Context: an optimization exercise on an open-source flow, tuned for a short achievable clock period and few clock cycles. The choices shown serve that exercise and are no tape-out recipe. RTL that was checked went through simulation tests only; none was proved equivalent to the original.

==> inputs of build 20 <==
==> flow/design.v <==
module bitty_add16 (
    input  [15:0] a,
    input  [15:0] b,
    input         cin,
    output [15:0] s,
    output        cout
);
    wire [15:0] p = a ^ b;
    wire [15:0] g0 = a & b;
    wire [15:0] g1, p1, g2, p2, g3, p3, g4, p4;
    wire [15:0] gi = {g0[15:1], g0[0] | (p[0] & cin)};
    genvar i;
    generate
        for (i = 0; i < 16; i = i + 1) begin : l1
            if (i >= 1) begin : a1
                assign g1[i] = gi[i] | (p[i] & gi[i-1]);
                assign p1[i] = p[i] & p[i-1];
            end else begin : b1
                assign g1[i] = gi[i];
                assign p1[i] = p[i];
            end
        end
        for (i = 0; i < 16; i = i + 1) begin : l2
            if (i >= 2) begin : a2
                assign g2[i] = g1[i] | (p1[i] & g1[i-2]);
                assign p2[i] = p1[i] & p1[i-2];
            end else begin : b2
                assign g2[i] = g1[i];
                assign p2[i] = p1[i];
            end
        end
        for (i = 0; i < 16; i = i + 1) begin : l3
            if (i >= 4) begin : a3
                assign g3[i] = g2[i] | (p2[i] & g2[i-4]);
                assign p3[i] = p2[i] & p2[i-4];
            end else begin : b3
                assign g3[i] = g2[i];
                assign p3[i] = p2[i];
            end
        end
        for (i = 0; i < 16; i = i + 1) begin : l4
            if (i >= 8) begin : a4
                assign g4[i] = g3[i] | (p3[i] & g3[i-8]);
                assign p4[i] = p3[i] & p3[i-8];
            end else begin : b4
                assign g4[i] = g3[i];
                assign p4[i] = p3[i];
            end
        end
    endgenerate
    assign s    = p ^ {g4[14:0], cin};
    assign cout = g4[15];
endmodule
module core (
    input clk,
    input reset,
    output [11:0] imem_addr,
    input [15:0] imem_data,
    output wb_valid,
    output [2:0] wb_reg,
    output [15:0] wb_data
);
    reg [11:0] fa;              
    reg        dv;              
    reg [11:0] dpc;             
    reg        dhit;            
    reg [3:0]  dmask;           
    reg        ev, e_alu, e_br;
    reg [2:0]  e_rx;
    reg [15:0] e_a, e_b;
    reg        e_fa, e_fb;      
    reg [7:0]  e_op;            
    reg [1:0]  e_cond;
    reg [11:0] e_tgt, e_fall, e_pc;
    reg        e_hit;
    reg [3:0]  e_mask;
    reg        vv;              
    reg [3:0]  v_mask;
    reg [11:0] v_fall;
    reg        r_act, r_len;    
    reg [11:0] r_key;
    reg [3:0]  r_mask;
    reg [15:0] R [0:7];
    reg [15:0] C;
    reg        wbv;
    reg [2:0]  wbr;
    reg        tv    [0:15];
    reg [7:0]  ttag  [0:15];
    reg [11:0] tnext [0:15];
    reg [3:0]  tmask [0:15];
    assign imem_addr = fa;
    assign wb_valid  = wbv;
    assign wb_reg    = wbr;
    assign wb_data   = C;
    wire c_hi0 = ~|C[15:2];
    wire [3:0] ccls = {~c_hi0, c_hi0 & C[1] & ~C[0], c_hi0 & ~C[1] & C[0], c_hi0 & ~C[1] & ~C[0]};
    wire mis_v = vv & ~|(v_mask & ccls);
    wire [15:0] a = e_fa ? C : e_a;
    wire [15:0] b = e_fb ? C : e_b;
    wire [15:0] r_add, r_sub;
    wire        c_add, c_sub;
    bitty_add16 u_add (.a(a), .b(b),  .cin(1'b0), .s(r_add), .cout(c_add));
    bitty_add16 u_sub (.a(a), .b(~b), .cin(1'b1), .s(r_sub), .cout(c_sub));
    wire        lt    = ~c_sub;
    wire        eq    = (a == b);
    wire        b_big = |b[15:4];
    wire [15:0] r_shl = b_big ? 16'd0 : (a << b[3:0]);
    wire [15:0] r_shr = b_big ? 16'd0 : (a >> b[3:0]);
    wire [15:0] r_cmp = {14'd0, lt, ~lt & ~eq};
    wire [15:0] res = ({16{e_op[0]}} & r_add)
                    | ({16{e_op[1]}} & r_sub)
                    | ({16{e_op[2]}} & (a & b))
                    | ({16{e_op[3]}} & (a | b))
                    | ({16{e_op[4]}} & (a ^ b))
                    | ({16{e_op[5]}} & r_shl)
                    | ({16{e_op[6]}} & r_shr)
                    | ({16{e_op[7]}} & r_cmp);
    wire e_commit = ev & ~mis_v;
    wire do_alu   = e_commit & e_alu;
    wire [3:0] cond_oh = 4'd1 << e_cond;
    wire taken   = e_br & |(cond_oh[2:0] & ccls[2:0]);
    wire e_ok    = |(e_mask & ccls);
    wire mis_e   = e_commit & ~e_alu & (e_hit ? ~e_ok : taken);
    wire mis     = mis_v | mis_e;
    wire [11:0] raddr = mis_v ? v_fall : (taken ? e_tgt : e_fall);
    wire [3:0] k_br  = ~e_br ? 4'b1111 : (taken ? cond_oh : ~cond_oh);
    wire [3:0] k_grp = k_br & ((e_hit & e_ok) ? e_mask : 4'b1111);
    wire [3:0]  fi   = fa[3:0];
    wire        hit  = tv[fi] & (ttag[fi] == fa[11:4]);
    wire [11:0] fa_next = mis ? raddr : hit ? tnext[fi] : fa + 12'd1;
    wire [1:0] fmt = imem_data[1:0];
    wire [2:0] rx  = imem_data[15:13];
    wire [2:0] ry  = imem_data[12:10];
    wire [2:0] d_opc = imem_data[4:2];
    wire       ex_wr = ev & e_alu;    
    integer i;
    always @(posedge clk or posedge reset) begin
        if (reset) begin
            fa <= 12'd0; dv <= 1'b0; dpc <= 12'd0; dhit <= 1'b0; dmask <= 4'd0;
            ev <= 1'b0; e_alu <= 1'b0; e_br <= 1'b0; e_rx <= 3'd0;
            e_a <= 16'd0; e_b <= 16'd0; e_fa <= 1'b0; e_fb <= 1'b0;
            e_op <= 8'd0; e_cond <= 2'd0; e_tgt <= 12'd0; e_fall <= 12'd0;
            e_pc <= 12'd0; e_hit <= 1'b0; e_mask <= 4'd0;
            vv <= 1'b0; v_mask <= 4'd0; v_fall <= 12'd0;
            r_act <= 1'b0; r_len <= 1'b0; r_key <= 12'd0; r_mask <= 4'd0;
            for (i = 0; i < 8; i = i + 1) R[i] <= 16'h0001;
            C <= 16'h0001;
            wbv <= 1'b0; wbr <= 3'd0;
            for (i = 0; i < 16; i = i + 1) begin
                tv[i] <= 1'b0; ttag[i] <= 8'd0; tnext[i] <= 12'd0; tmask[i] <= 4'd0;
            end
        end else begin
            fa    <= fa_next;
            dv    <= ~mis;
            dpc   <= fa;
            dhit  <= hit;
            dmask <= tmask[fi];
            ev     <= dv & ~mis;
            e_alu  <= ~fmt[1];
            e_br   <= (fmt == 2'b10) & (imem_data[3:2] != 2'b11);
            e_rx   <= rx;
            e_a    <= R[rx];
            e_b    <= fmt[0] ? {8'd0, imem_data[12:5]} : R[ry];
            e_fa   <= ex_wr & (e_rx == rx);
            e_fb   <= ex_wr & (e_rx == ry) & ~fmt[0];
            e_op   <= 8'd1 << d_opc;
            e_cond <= imem_data[3:2];
            e_tgt  <= imem_data[15:4];
            e_fall <= dpc + 12'd1;
            e_pc   <= dpc;
            e_hit  <= dhit;
            e_mask <= dmask;
            wbv <= do_alu;
            wbr <= e_rx;
            if (do_alu) begin
                C       <= res;
                R[e_rx] <= res;
            end
            vv     <= do_alu & e_hit;
            v_mask <= e_mask;
            v_fall <= e_fall;
            if (e_commit) begin
                if (e_alu) begin
                    if (r_act && r_len) begin
                        tv[r_key[3:0]]    <= 1'b1;
                        ttag[r_key[3:0]]  <= r_key[11:4];
                        tnext[r_key[3:0]] <= e_pc;
                        tmask[r_key[3:0]] <= r_mask;
                    end
                    r_act  <= 1'b1;
                    r_len  <= 1'b0;
                    r_key  <= e_pc;
                    r_mask <= 4'b1111;
                end else begin
                    r_act  <= 1'b1;
                    r_len  <= 1'b1;
                    if (!r_act) r_key <= e_pc;
                    r_mask <= (r_act ? r_mask : 4'b1111) & k_grp;
                end
            end
        end
    end
endmodule
==> flow/run.sh <==
#!/bin/bash
# synth_recipe.tcl (not shown) runs the flow's synth.tcl, then flattens the netlist and writes it again
# the make line also repeats each setting of config.mk as NAME=value (left out here)
make -C /OpenROAD-flow-scripts/flow DESIGN_CONFIG=/design/flow/config.mk WORK_HOME=/design/flow/orfs CLKGATE_MAP_FILE= SYNTH_SCRIPT=/design/flow/synth_recipe.tcl finish
==> flow/config.mk <==
export PLATFORM = sky130hd
export DESIGN_NAME = core
export DESIGN_NICKNAME = core
export VERILOG_FILES = /design/flow/design.v
export SDC_FILE = /design/flow/constraint.sdc
export NUM_CORES = 4
export LEC_CHECK = 0
export ABC_CLOCK_PERIOD_IN_PS = 2000
export CAP_MARGIN = 20
export CORE_MARGIN = 2
export CORE_UTILIZATION = 40
export SETUP_SLACK_MARGIN = 3.5
export SLEW_MARGIN = 20
export TNS_END_PERCENT = 100
==> flow/constraint.sdc <==
create_clock -name core_clock -period 6.0 [get_ports {clk}]
set_input_delay 1.2000 -clock core_clock [delete_from_list [all_inputs] [get_ports {clk}]]
set_output_delay 1.2000 -clock core_clock [all_outputs]
set_load 0.01 [all_outputs]
==> inputs of trial 63, as changes to build 20 <==
--- a/flow/design.v
+++ b/flow/design.v
@@ -69,4 +69,4 @@
     reg [2:0]  e_rx;
-    reg [15:0] e_a, e_b;
-    reg        e_fa, e_fb;      
+    reg [15:0] e_a, e_b, e_bx;
+    reg        e_sub;
     reg [7:0]  e_op;            
@@ -97,9 +97,8 @@
     wire mis_v = vv & ~|(v_mask & ccls);
-    wire [15:0] a = e_fa ? C : e_a;
-    wire [15:0] b = e_fb ? C : e_b;
-    wire [15:0] r_add, r_sub;
-    wire        c_add, c_sub;
-    bitty_add16 u_add (.a(a), .b(b),  .cin(1'b0), .s(r_add), .cout(c_add));
-    bitty_add16 u_sub (.a(a), .b(~b), .cin(1'b1), .s(r_sub), .cout(c_sub));
-    wire        lt    = ~c_sub;
+    wire [15:0] a = e_a;
+    wire [15:0] b = e_b;
+    wire [15:0] r_sum;
+    wire        c_out;
+    bitty_add16 u_add (.a(a), .b(e_bx), .cin(e_sub), .s(r_sum), .cout(c_out));
+    wire        lt    = ~c_out;
     wire        eq    = (a == b);
@@ -109,4 +108,3 @@
     wire [15:0] r_cmp = {14'd0, lt, ~lt & ~eq};
-    wire [15:0] res = ({16{e_op[0]}} & r_add)
-                    | ({16{e_op[1]}} & r_sub)
+    wire [15:0] res = ({16{e_op[0] | e_op[1]}} & r_sum)
                     | ({16{e_op[2]}} & (a & b))
@@ -135,2 +133,6 @@
     wire       ex_wr = ev & e_alu;    
+    wire       fwd_a = ex_wr & (e_rx == rx);
+    wire       fwd_b = ex_wr & (e_rx == ry);
+    wire [15:0] d_b  = fmt[0] ? {8'd0, imem_data[12:5]} : fwd_b ? res : R[ry];
+    wire       d_sub = (d_opc == 3'd1) | (d_opc == 3'd7);
     integer i;
@@ -138,15 +140,10 @@
         if (reset) begin
-            fa <= 12'd0; dv <= 1'b0; dpc <= 12'd0; dhit <= 1'b0; dmask <= 4'd0;
-            ev <= 1'b0; e_alu <= 1'b0; e_br <= 1'b0; e_rx <= 3'd0;
-            e_a <= 16'd0; e_b <= 16'd0; e_fa <= 1'b0; e_fb <= 1'b0;
-            e_op <= 8'd0; e_cond <= 2'd0; e_tgt <= 12'd0; e_fall <= 12'd0;
-            e_pc <= 12'd0; e_hit <= 1'b0; e_mask <= 4'd0;
-            vv <= 1'b0; v_mask <= 4'd0; v_fall <= 12'd0;
-            r_act <= 1'b0; r_len <= 1'b0; r_key <= 12'd0; r_mask <= 4'd0;
+            fa <= 12'd0; dv <= 1'b0;
+            ev <= 1'b0;
+            vv <= 1'b0;
+            r_act <= 1'b0;
             for (i = 0; i < 8; i = i + 1) R[i] <= 16'h0001;
             C <= 16'h0001;
-            wbv <= 1'b0; wbr <= 3'd0;
-            for (i = 0; i < 16; i = i + 1) begin
-                tv[i] <= 1'b0; ttag[i] <= 8'd0; tnext[i] <= 12'd0; tmask[i] <= 4'd0;
-            end
+            wbv <= 1'b0;
+            for (i = 0; i < 16; i = i + 1) tv[i] <= 1'b0;
         end else begin
@@ -154,22 +151,4 @@
             dv    <= ~mis;
-            dpc   <= fa;
-            dhit  <= hit;
-            dmask <= tmask[fi];
             ev     <= dv & ~mis;
-            e_alu  <= ~fmt[1];
-            e_br   <= (fmt == 2'b10) & (imem_data[3:2] != 2'b11);
-            e_rx   <= rx;
-            e_a    <= R[rx];
-            e_b    <= fmt[0] ? {8'd0, imem_data[12:5]} : R[ry];
-            e_fa   <= ex_wr & (e_rx == rx);
-            e_fb   <= ex_wr & (e_rx == ry) & ~fmt[0];
-            e_op   <= 8'd1 << d_opc;
-            e_cond <= imem_data[3:2];
-            e_tgt  <= imem_data[15:4];
-            e_fall <= dpc + 12'd1;
-            e_pc   <= dpc;
-            e_hit  <= dhit;
-            e_mask <= dmask;
             wbv <= do_alu;
-            wbr <= e_rx;
             if (do_alu) begin
@@ -179,22 +158,44 @@
             vv     <= do_alu & e_hit;
-            v_mask <= e_mask;
-            v_fall <= e_fall;
             if (e_commit) begin
-                if (e_alu) begin
-                    if (r_act && r_len) begin
-                        tv[r_key[3:0]]    <= 1'b1;
-                        ttag[r_key[3:0]]  <= r_key[11:4];
-                        tnext[r_key[3:0]] <= e_pc;
-                        tmask[r_key[3:0]] <= r_mask;
-                    end
-                    r_act  <= 1'b1;
-                    r_len  <= 1'b0;
-                    r_key  <= e_pc;
-                    r_mask <= 4'b1111;
-                end else begin
-                    r_act  <= 1'b1;
-                    r_len  <= 1'b1;
-                    if (!r_act) r_key <= e_pc;
-                    r_mask <= (r_act ? r_mask : 4'b1111) & k_grp;
+                r_act <= 1'b1;
+                if (e_alu && r_act && r_len)
+                    tv[r_key[3:0]] <= 1'b1;
+            end
+        end
+    end
+    always @(posedge clk) begin
+        dpc    <= fa;
+        dhit   <= hit;
+        dmask  <= tmask[fi];
+        e_alu  <= ~fmt[1];
+        e_br   <= (fmt == 2'b10) & (imem_data[3:2] != 2'b11);
+        e_rx   <= rx;
+        e_a    <= fwd_a ? res : R[rx];
+        e_b    <= d_b;
+        e_bx   <= d_sub ? ~d_b : d_b;
+        e_sub  <= d_sub;
+        e_op   <= 8'd1 << d_opc;
+        e_cond <= imem_data[3:2];
+        e_tgt  <= imem_data[15:4];
+        e_fall <= dpc + 12'd1;
+        e_pc   <= dpc;
+        e_hit  <= dhit;
+        e_mask <= dmask;
+        wbr    <= e_rx;
+        v_mask <= e_mask;
+        v_fall <= e_fall;
+        if (e_commit) begin
+            if (e_alu) begin
+                if (r_act && r_len) begin
+                    ttag[r_key[3:0]]  <= r_key[11:4];
+                    tnext[r_key[3:0]] <= e_pc;
+                    tmask[r_key[3:0]] <= r_mask;
                 end
+                r_len  <= 1'b0;
+                r_key  <= e_pc;
+                r_mask <= 4'b1111;
+            end else begin
+                r_len  <= 1'b1;
+                if (!r_act) r_key <= e_pc;
+                r_mask <= (r_act ? r_mask : 4'b1111) & k_grp;
             end
==> metrics.csv <==
stage,metric,value,unit
status,status,"complete, no violations",
synthesis,async_flop_share,0.247,
timing,fin_ws,2.75,ns
synthesis,ys_types,86,
synthesis,yosys-top-cells-area,"edfxtp_1 38%, dfrtp_1 13%, mux4_2 12%, dfxtp_1 8.7%, mux2i_1 3.3%",
power_and_ir_drop,power_leader,registers,
global_route,grt_util_met2,0.400,
detailed_routing,wirelength,106000,um
setup_path,cp_cell_sequence,buf_12 > buf_6 > mux4_2 > xor2_1 > a2111oi_2 > a21oi_1 > a211oi_2 > nand4_1 > a2111oi_4 > buf_4 > buf_8 > mux2i_1 > mux2i_1,
timing,min_period_over_period,0.542,
synthesis,synth_fa_ha_area_frac,0.0222,
cells_and_area,finalNonFillerCells,3793,
synthesis,synth_compound_area_frac,0.0861,
setup_path,cp_slowest_stage_delay,0.51,ns
synthesis,ys_top_cells_by_count,"401 x edfxtp_1, 209 x nand2_1, 168 x dfrtp_1, 162 x mux4_2, 152 x nor2_1",
That was trial 63.
==> metrics.csv <==
stage,metric,value,unit
power_and_ir_drop,power_leader,combinational cells,
detailed_routing,wirelength,144000,um
synthesis,synth_fa_ha_area_frac,0.0205,
synthesis,ys_types,90,
synthesis,async_flop_share,1.00,
synthesis,yosys-top-cells-area,"dfrtp_1 50%, mux2_2 15%, mux2i_1 4.0%, a22oi_1 2.1%, ha_1 1.9%",
status,status,"complete, no violations",
setup_path,startpoint_type,flop,
cells_and_area,finalNonFillerCells,4581,
global_route,grt_util_met2,0.478,
setup_path,cp_cell_sequence,buf_8 > buf_4 > nor4_1 > nand4_1 > o21a_1 > nor2_2 > nand3_1 > o221ai_2 > a311o_2 > mux2_2,
That was build 20.
Testbench counts of build 20, summed over its fixed seeds: cycles 66,700.
Function not checked in trial 63: the RTL went through the layout flow alone.

## port drivers added, routing unchanged
How much do the figures lean on ideal ports? The routed layouts below were timed once more, with nothing changed but the port constraints. Step 1, drivers: a clkbuf_16 drives clk and a buf_2 each remaining input, both assumed. Step 2 moves the port delays by t, midway between the first and last clock arrival at a register: inputs arrive t later, outputs are due t later. That takes back most of the time a late clock gives input paths. a / b / c = ideal ports / drivers / drivers and shift; a / b = the first two.
run | t (ns) | setup slack, ns | slew at the worst register clock pin (ns) | pins driven straight from the clock port
build 20 | 0.714 | 2.310 / 2.310 / 2.310 | 0.07 / 0.07 | 1
trial 63 | 0.674 | 2.749 / 2.749 / 2.607 | 0.07 / 0.07 | 1
After both steps every run listed still meets setup and hold. For trial 63, which loses most, drivers alone change the setup slack by 0.000 ns; drivers and shift together by -0.142 ns.
